What follows belongs to an exercise in optimizing a design on an open flow for small area; a production flow would make more cautious choices.
At most, simulation tests tie the RTL to the original design; equivalence was not proved.

==> run P: inputs <==
## bb8_drive
module bb8_drive (
  input  logic              clock,
  input  logic              reset,    
  input  logic              run_en,
  input  logic signed [8:0] pitch_kP, pitch_kI, pitch_kD,
  input  logic signed [8:0] yaw_kP, yaw_kI, yaw_kD,
  input  logic signed [9:0] mpu_pitch, mpu_yaw,
  input  logic signed [8:0] set_pitch, set_yaw,
  output logic signed [9:0] target_speed_left, target_speed_right,
  output logic              step_l, dir_l,
  output logic              step_r, dir_r,
  output logic              en_n
);
  ControlLoop controlloop (.clock(clock), .reset(reset),
                           .pitch_kP(pitch_kP), .pitch_kI(pitch_kI), .pitch_kD(pitch_kD),
                           .yaw_kP(yaw_kP), .yaw_kI(yaw_kI), .yaw_kD(yaw_kD),
                           .mpu_pitch(mpu_pitch[8:0]), .mpu_yaw(mpu_yaw[8:0]),
                           .set_pitch(set_pitch), .set_yaw(set_yaw),
                           .target_speed_left(target_speed_left),
                           .target_speed_right(target_speed_right));
  logic [8:0] speed_l, speed_r;
  assign dir_l   = ~target_speed_left[9];
  assign dir_r   = ~target_speed_right[9];
  logic [8:0] xl, xr;
  logic [9:0] cl, cr;
  assign xl = target_speed_left[8:0]  ^ {9{target_speed_left[9]}};
  assign xr = target_speed_right[8:0] ^ {9{target_speed_right[9]}};
  assign cl[0] = target_speed_left[9];
  assign cr[0] = target_speed_right[9];
  genvar i;
  generate for (i = 0; i < 9; i = i + 1) begin : g_abs
  ...
clock: 130.0 ns
lec_check: 0
cap_margin: 5
core_margin: 2
core_utilization: 40
slew_margin: 5
synth_hierarchical: 1
standard.sh (not shown) runs the stock make flow with config.mk's settings and CLKGATE_MAP_FILE= SYNTH_SCRIPT=/design/flow/synth_recipe.tcl, a recipe that flattens the netlist after the stock synthesis.
==> flow/flow/run.sh <==
#!/bin/bash
# Own layout flow: the standard ORFS flow (standard.sh) with these
# settings changed, to keep the buffering the layout adds small:
#  - the buffer put on every input and output port is the smallest buffer,
#    sky130_fd_sc_hd__buf_1 (BUFFER_PORTS_ARGS); repair_design still fixes any
#    slew or capacitance it causes;
#  - the buffers ABC inserts are removed at floorplan (REMOVE_ABC_BUFFERS=1)
#    and global placement is not timing driven, so it keeps no buffers of its
#    own (the clock period leaves > 50 ns of slack);
#  - clock tree: clkbuf_8 buffers and no dummy loads (CTS_ARGS).
# Synthesis, floorplan, power grid, taps and routing are the standard flow.
# make's output goes to flow_make.log; each ORFS step keeps its own log under
# orfs/logs/.
set -euo pipefail
bash standard.sh \
  "BUFFER_PORTS_ARGS=-buffer_cell sky130_fd_sc_hd__buf_1" \
  REMOVE_ABC_BUFFERS=1 \
  GPL_TIMING_DRIVEN=0 \
  "CTS_ARGS=-sink_clustering_enable -repair_clock_nets -dont_use_dummy_load -buf_list sky130_fd_sc_hd__clkbuf_8" \
  finish > flow_make.log 2>&1
==> run K (differences from run P) <==
--- a/flow/design.v
+++ b/flow/design.v
@@ -1,11 +1,11 @@
 module PID (
   input  logic       clock,
   input  logic       reset,
   input  logic [8:0] KP, KI, KD,
   input  logic [8:0] set_point, process_point,
-  output logic [9:0] out_n       
+  output logic [9:0] out
 );
   logic [9:0]  e, prev_e, ie;
   logic [10:0] d;
   logic [16:0] integ, integ_nx;
   logic        lt;
@@ -957,11 +957,11 @@
   wire s863, c862;
   FA uc862 (.a(s853), .b(s855), .ci(s857), .s(s863), .co(c862));
   wire s865, c864;
   FA uc864 (.a(s859), .b(s861), .ci(s863), .s(s865), .co(c864));
   wire o866 = ~n90 ^ ~n180 ^ ~p188 ^ ~p278 ^ ~n286 ^ ~n293 ^ ~n299 ^ ~n304 ^ ~n308 ^ ~n311 ^ ~n313 ^ ~c836 ^ ~c838 ^ ~c840 ^ ~c842 ^ ~c844 ^ ~c846 ^ ~c848 ^ ~c850 ^ ~c852 ^ ~c854 ^ ~c856 ^ ~c858 ^ ~c860 ^ ~c862 ^ ~c864;
-  assign out_n = {~o866, s865, s835, s801, s763, s721, s675, s625, s573, s523};
+  assign out = {o866, ~s865, ~s835, ~s801, ~s763, ~s721, ~s675, ~s625, ~s573, ~s523};
 endmodule
 module FA (input logic a, b, ci, output logic s, co);
   assign s  = a ^ b ^ ci;
   assign co = (a & b) | (a & ci) | (b & ci);
 endmodule
@@ -971,30 +971,26 @@
   input  logic [8:0] yaw_kP, yaw_kI, yaw_kD,
   input  logic [8:0] mpu_pitch, mpu_yaw,
   input  logic [8:0] set_pitch, set_yaw,
   output logic [9:0] target_speed_left, target_speed_right
 );
-  logic [9:0] pn, yn;     
+  logic [9:0] p, y;
   PID pitch_pid (.clock(clock), .reset(reset), .KP(pitch_kP), .KI(pitch_kI), .KD(pitch_kD),
-                 .set_point(set_pitch), .process_point(mpu_pitch), .out_n(pn));
+                 .set_point(set_pitch), .process_point(mpu_pitch), .out(p));
   PID yaw_pid   (.clock(clock), .reset(reset), .KP(yaw_kP), .KI(yaw_kI), .KD(yaw_kD),
-                 .set_point(set_yaw), .process_point(mpu_yaw), .out_n(yn));
-  logic [10:0] l, r, ln, rn;
+                 .set_point(set_yaw), .process_point(mpu_yaw), .out(y));
+  logic [10:0] l, r;
   logic [10:0] lc, rc;
-  assign ln[0] = ~(pn[0] ^ yn[0]);
-  assign lc[1] = pn[0] | yn[0];
-  assign rn[0] = pn[0] ^ ~yn[0];
-  assign rc[1] = pn[0] & ~yn[0];
+  assign lc[0] = 1'b0;
+  assign rc[0] = 1'b1;
   genvar i;
-  generate for (i = 1; i < 10; i = i + 1) begin : g_mix
-    FA fal (.a(pn[i]), .b(yn[i]), .ci(lc[i]), .s(ln[i]), .co(lc[i+1]));
-    FA far (.a(pn[i]), .b(~yn[i]), .ci(rc[i]), .s(rn[i]), .co(rc[i+1]));
+  generate for (i = 0; i < 10; i = i + 1) begin : g_mix
+    FA fal (.a(p[i]), .b(y[i]), .ci(lc[i]), .s(l[i]), .co(lc[i+1]));
+    FA far (.a(p[i]), .b(~y[i]), .ci(rc[i]), .s(r[i]), .co(rc[i+1]));
   end endgenerate
-  assign ln[10] = pn[9] ^ yn[9] ^ lc[10];
-  assign rn[10] = pn[9] ^ ~yn[9] ^ rc[10];
-  assign l = ~ln;
-  assign r = ~rn;
+  assign l[10] = p[9] ^ y[9] ^ lc[10];
+  assign r[10] = p[9] ^ ~y[9] ^ rc[10];
   always_comb begin
     if (!l[10] && l[9])                        target_speed_left = 10'd511;
     else if (l[10] && (!l[9] || l[8:0] == 9'd0)) target_speed_left = 10'b1000000001;
     else                                       target_speed_left = l[9:0];
     if (!r[10] && r[9])                        target_speed_right = 10'd511;
@@ -1012,56 +1008,54 @@
   localparam logic [26:0] R_INIT = 27'd99998978;    
   localparam logic [26:0] N_INIT = 27'd3;           
   logic        hi, lo;        
   logic [26:0] n;             
   logic [26:0] r;
-  logic [8:0]  sn;            
+  logic [8:0]  s;
   logic go, hend, gt, inc;
   assign go   = run_en & (|speed);
   assign hend = n[8] & n[7] & n[6] & n[5] & n[4] & n[2] & n[1];    
-  assign gt   = speed > ~sn;
+  assign gt   = speed > s;
   assign inc  = hi | (lo & go & ~gt);
   logic [26:0] n1;
   logic [27:0] nc;
-  assign n1[0] = ~n[0];
-  assign nc[1] = n[0];
+  assign nc[0] = 1'b1;
   genvar i;
-  generate for (i = 1; i < 27; i = i + 1) begin : g_n
+  generate for (i = 0; i < 27; i = i + 1) begin : g_n
     HA ha (.a(n[i]), .b(nc[i]), .s(n1[i]), .co(nc[i+1]));
   end endgenerate
   logic [8:0] t;
   logic [9:0] tc;
-  assign t[0]  = ~(r[0] ^ sn[0]);
-  assign tc[1] = r[0] | sn[0];
-  generate for (i = 1; i < 9; i = i + 1) begin : g_t
-    FA fa (.a(r[i]), .b(sn[i]), .ci(tc[i]), .s(t[i]), .co(tc[i+1]));
+  assign tc[0] = 1'b1;
+  generate for (i = 0; i < 9; i = i + 1) begin : g_t
+    FA fa (.a(r[i]), .b(~s[i]), .ci(tc[i]), .s(t[i]), .co(tc[i+1]));
   end endgenerate
   logic b9, borrow;
   assign b9     = ~tc[9];
   assign borrow = b9 & ~(|r[26:9]);             
   logic [8:0] u;
   logic [9:0] uc;
-  assign u[0]  = n[0] ^ t[0];
-  assign uc[1] = n[0] & t[0];
-  generate for (i = 1; i < 9; i = i + 1) begin : g_u
+  assign uc[0] = 1'b0;
+  generate for (i = 0; i < 9; i = i + 1) begin : g_u
     FA fa (.a(n[i]), .b(t[i]), .ci(uc[i]), .s(u[i]), .co(uc[i+1]));
   end endgenerate
   logic [17:0] x, y;
   logic [18:0] xb;
-  assign x     = r[26:9] | ({18{borrow}} & n[26:9]);    
+  assign x     = borrow ? n[26:9] : r[26:9];
   assign xb[0] = borrow ? ~uc[9] : b9;
   generate for (i = 0; i < 18; i = i + 1) begin : g_x
     assign y[i]    = x[i] ^ xb[i];
     assign xb[i+1] = ~x[i] & xb[i];
   end endgenerate
   logic [26:0] r_nx;
   assign r_nx = {y, borrow ? u : t};
-  logic [8:0] sn1;
+  logic [8:0] s1;
   logic [9:0] sb;
   assign sb[0] = borrow;
   generate for (i = 0; i < 9; i = i + 1) begin : g_s
-    HA ha (.a(sn[i]), .b(sb[i]), .s(sn1[i]), .co(sb[i+1]));
+    assign s1[i]   = s[i] ^ sb[i];
+    assign sb[i+1] = ~s[i] & sb[i];
   end endgenerate
   always_ff @(posedge clock) begin
     if (reset) begin
       hi <= 1'b0;
       lo <= 1'b0;
@@ -1070,15 +1064,15 @@
       lo <= (hi & hend) | (lo & go & ~gt);
     end
     if (reset || !inc) begin
       n <= N_INIT;
       r <= R_INIT;
-      sn <= 9'd0;
+      s <= 9'd511;
     end else begin
       n <= n1;
       r <= r_nx;
-      sn <= sn1;
+      s <= s1;
     end
   end
   assign step = hi;
 endmodule
 module HA (input logic a, b, output logic s, co);
==> flow/flow/run.sh (replaced) <==
#!/bin/bash
# Own layout flow: the standard ORFS flow, with two changes:
#  - the port buffers that global placement inserts are the smallest buffer
#    (sky130_fd_sc_hd__buf_1) instead of the one buffer_ports picks itself;
#  - after global routing, cells on paths with positive slack are downsized
#    (RECOVER_POWER=100), which undoes the upsizing done by ABC in synthesis.
# Everything else (synthesis, floorplan, power grid, taps, CTS, routing) is
# the standard flow unchanged.  The make output goes to flow_make.log; each
# ORFS step keeps its own log under orfs/logs/.
set -euo pipefail
bash standard.sh "BUFFER_PORTS_ARGS=-buffer_cell sky130_fd_sc_hd__buf_1" RECOVER_POWER=100 finish > flow_make.log 2>&1
- CAP_MARGIN: 5 -> 20
- SLEW_MARGIN: 5 -> 20
==> run F (differences from run P) <==
--- a/flow/design.v
+++ b/flow/design.v
@@ -1,11 +1,11 @@
 module PID (
   input  logic       clock,
   input  logic       reset,
   input  logic [8:0] KP, KI, KD,
   input  logic [8:0] set_point, process_point,
-  output logic [9:0] out_n       
+  output logic [9:0] out
 );
   logic [9:0]  e, prev_e, ie;
   logic [10:0] d;
   logic [16:0] integ, integ_nx;
   logic        lt;
@@ -957,11 +957,11 @@
   wire s863, c862;
   FA uc862 (.a(s853), .b(s855), .ci(s857), .s(s863), .co(c862));
   wire s865, c864;
   FA uc864 (.a(s859), .b(s861), .ci(s863), .s(s865), .co(c864));
   wire o866 = ~n90 ^ ~n180 ^ ~p188 ^ ~p278 ^ ~n286 ^ ~n293 ^ ~n299 ^ ~n304 ^ ~n308 ^ ~n311 ^ ~n313 ^ ~c836 ^ ~c838 ^ ~c840 ^ ~c842 ^ ~c844 ^ ~c846 ^ ~c848 ^ ~c850 ^ ~c852 ^ ~c854 ^ ~c856 ^ ~c858 ^ ~c860 ^ ~c862 ^ ~c864;
-  assign out_n = {~o866, s865, s835, s801, s763, s721, s675, s625, s573, s523};
+  assign out = {o866, ~s865, ~s835, ~s801, ~s763, ~s721, ~s675, ~s625, ~s573, ~s523};
 endmodule
 module FA (input logic a, b, ci, output logic s, co);
   assign s  = a ^ b ^ ci;
   assign co = (a & b) | (a & ci) | (b & ci);
 endmodule
@@ -971,30 +971,26 @@
   input  logic [8:0] yaw_kP, yaw_kI, yaw_kD,
   input  logic [8:0] mpu_pitch, mpu_yaw,
   input  logic [8:0] set_pitch, set_yaw,
   output logic [9:0] target_speed_left, target_speed_right
 );
-  logic [9:0] pn, yn;     
+  logic [9:0] p, y;
   PID pitch_pid (.clock(clock), .reset(reset), .KP(pitch_kP), .KI(pitch_kI), .KD(pitch_kD),
-                 .set_point(set_pitch), .process_point(mpu_pitch), .out_n(pn));
+                 .set_point(set_pitch), .process_point(mpu_pitch), .out(p));
   PID yaw_pid   (.clock(clock), .reset(reset), .KP(yaw_kP), .KI(yaw_kI), .KD(yaw_kD),
-                 .set_point(set_yaw), .process_point(mpu_yaw), .out_n(yn));
-  logic [10:0] l, r, ln, rn;
+                 .set_point(set_yaw), .process_point(mpu_yaw), .out(y));
+  logic [10:0] l, r;
   logic [10:0] lc, rc;
-  assign ln[0] = ~(pn[0] ^ yn[0]);
-  assign lc[1] = pn[0] | yn[0];
-  assign rn[0] = pn[0] ^ ~yn[0];
-  assign rc[1] = pn[0] & ~yn[0];
+  assign lc[0] = 1'b0;
+  assign rc[0] = 1'b1;
   genvar i;
-  generate for (i = 1; i < 10; i = i + 1) begin : g_mix
-    FA fal (.a(pn[i]), .b(yn[i]), .ci(lc[i]), .s(ln[i]), .co(lc[i+1]));
-    FA far (.a(pn[i]), .b(~yn[i]), .ci(rc[i]), .s(rn[i]), .co(rc[i+1]));
+  generate for (i = 0; i < 10; i = i + 1) begin : g_mix
+    FA fal (.a(p[i]), .b(y[i]), .ci(lc[i]), .s(l[i]), .co(lc[i+1]));
+    FA far (.a(p[i]), .b(~y[i]), .ci(rc[i]), .s(r[i]), .co(rc[i+1]));
   end endgenerate
-  assign ln[10] = pn[9] ^ yn[9] ^ lc[10];
-  assign rn[10] = pn[9] ^ ~yn[9] ^ rc[10];
-  assign l = ~ln;
-  assign r = ~rn;
+  assign l[10] = p[9] ^ y[9] ^ lc[10];
+  assign r[10] = p[9] ^ ~y[9] ^ rc[10];
   always_comb begin
     if (!l[10] && l[9])                        target_speed_left = 10'd511;
     else if (l[10] && (!l[9] || l[8:0] == 9'd0)) target_speed_left = 10'b1000000001;
     else                                       target_speed_left = l[9:0];
     if (!r[10] && r[9])                        target_speed_right = 10'd511;
@@ -1012,56 +1008,54 @@
   localparam logic [26:0] R_INIT = 27'd99998978;    
   localparam logic [26:0] N_INIT = 27'd3;           
   logic        hi, lo;        
   logic [26:0] n;             
   logic [26:0] r;
-  logic [8:0]  sn;            
+  logic [8:0]  s;
   logic go, hend, gt, inc;
   assign go   = run_en & (|speed);
   assign hend = n[8] & n[7] & n[6] & n[5] & n[4] & n[2] & n[1];    
-  assign gt   = speed > ~sn;
+  assign gt   = speed > s;
   assign inc  = hi | (lo & go & ~gt);
   logic [26:0] n1;
   logic [27:0] nc;
-  assign n1[0] = ~n[0];
-  assign nc[1] = n[0];
+  assign nc[0] = 1'b1;
   genvar i;
-  generate for (i = 1; i < 27; i = i + 1) begin : g_n
+  generate for (i = 0; i < 27; i = i + 1) begin : g_n
     HA ha (.a(n[i]), .b(nc[i]), .s(n1[i]), .co(nc[i+1]));
   end endgenerate
   logic [8:0] t;
   logic [9:0] tc;
-  assign t[0]  = ~(r[0] ^ sn[0]);
-  assign tc[1] = r[0] | sn[0];
-  generate for (i = 1; i < 9; i = i + 1) begin : g_t
-    FA fa (.a(r[i]), .b(sn[i]), .ci(tc[i]), .s(t[i]), .co(tc[i+1]));
+  assign tc[0] = 1'b1;
+  generate for (i = 0; i < 9; i = i + 1) begin : g_t
+    FA fa (.a(r[i]), .b(~s[i]), .ci(tc[i]), .s(t[i]), .co(tc[i+1]));
   end endgenerate
   logic b9, borrow;
   assign b9     = ~tc[9];
   assign borrow = b9 & ~(|r[26:9]);             
   logic [8:0] u;
   logic [9:0] uc;
-  assign u[0]  = n[0] ^ t[0];
-  assign uc[1] = n[0] & t[0];
-  generate for (i = 1; i < 9; i = i + 1) begin : g_u
+  assign uc[0] = 1'b0;
+  generate for (i = 0; i < 9; i = i + 1) begin : g_u
     FA fa (.a(n[i]), .b(t[i]), .ci(uc[i]), .s(u[i]), .co(uc[i+1]));
   end endgenerate
   logic [17:0] x, y;
   logic [18:0] xb;
-  assign x     = r[26:9] | ({18{borrow}} & n[26:9]);    
+  assign x     = borrow ? n[26:9] : r[26:9];
   assign xb[0] = borrow ? ~uc[9] : b9;
   generate for (i = 0; i < 18; i = i + 1) begin : g_x
     assign y[i]    = x[i] ^ xb[i];
     assign xb[i+1] = ~x[i] & xb[i];
   end endgenerate
   logic [26:0] r_nx;
   assign r_nx = {y, borrow ? u : t};
-  logic [8:0] sn1;
+  logic [8:0] s1;
   logic [9:0] sb;
   assign sb[0] = borrow;
   generate for (i = 0; i < 9; i = i + 1) begin : g_s
-    HA ha (.a(sn[i]), .b(sb[i]), .s(sn1[i]), .co(sb[i+1]));
+    assign s1[i]   = s[i] ^ sb[i];
+    assign sb[i+1] = ~s[i] & sb[i];
   end endgenerate
   always_ff @(posedge clock) begin
     if (reset) begin
       hi <= 1'b0;
       lo <= 1'b0;
@@ -1070,15 +1064,15 @@
       lo <= (hi & hend) | (lo & go & ~gt);
     end
     if (reset || !inc) begin
       n <= N_INIT;
       r <= R_INIT;
-      sn <= 9'd0;
+      s <= 9'd511;
     end else begin
       n <= n1;
       r <= r_nx;
-      sn <= sn1;
+      s <= s1;
     end
   end
   assign step = hi;
 endmodule
 module HA (input logic a, b, output logic s, co);
==> flow/run.sh (new file) <==
#!/bin/bash
# synth_recipe.tcl (not shown) runs the flow's synth.tcl, then flattens the netlist and writes it again
# the make line also repeats each setting of config.mk as NAME=value (left out here)
make -C /OpenROAD-flow-scripts/flow DESIGN_CONFIG=/design/flow/config.mk WORK_HOME=/design/flow/orfs CLKGATE_MAP_FILE= SYNTH_SCRIPT=/design/flow/synth_recipe.tcl finish
- CAP_MARGIN: 5 -> 20
- SLEW_MARGIN: 5 -> 20
removed: flow/flow/run.sh
removed: flow/standard.sh
==> run H (differences from run P) <==
- CAP_MARGIN: 5 -> 20
- SLEW_MARGIN: 5 -> 20
==> summary of the runs <==
- Run H ran to the end with no violations. Run F ran to the end with no violations. Run P completed without violations. Run K completed, yet does not pass: max-capacitance violations, max-slew violations.
- In global-route usage, run H and run P hardly differ.
- Against run F, the critical path depth of run H is lower by 2.
- Between run H and run P, the lower worst setup slack is in run P (gap 89 ps).
- Synthesized cell count: run K is lower than run P (about 0.8%).
Only the layout flow was run in run P and run H; the RTL was not checked for function there.

what the ideal ports hide:
The flow's constraints put no driver on any port. The routed layouts listed below were extracted and timed again, unchanged, in two steps. Step 1: set_driving_cell puts a clkbuf_16 on clock and a buf_2 on each other input, an assumption about the parent block. Step 2 adds t to the input delays and takes it off the output delays; t is the mean of the earliest and latest rising clock arrival at the registers after step 1. Input paths then give back, and output paths get back, about the clock's delay inside the block. a / b / c = no drivers / after step 1 / after step 2; a / b = the first two.
run | t (ns) | slack for setup (ns) | pins driven straight from the clock port
run P | 0.561 | 52.341 / 52.318 / 52.318 | 1
run K | 0.552 | 51.956 / 51.930 / 51.930 | 1
run F | 0.557 | 51.750 / 51.727 / 51.727 | 1
run H | 0.558 | 52.431 / 52.409 / 52.409 | 1
For run K, which loses most, drivers alone change the setup slack by -0.026 ns; drivers and shift together by -0.026 ns.
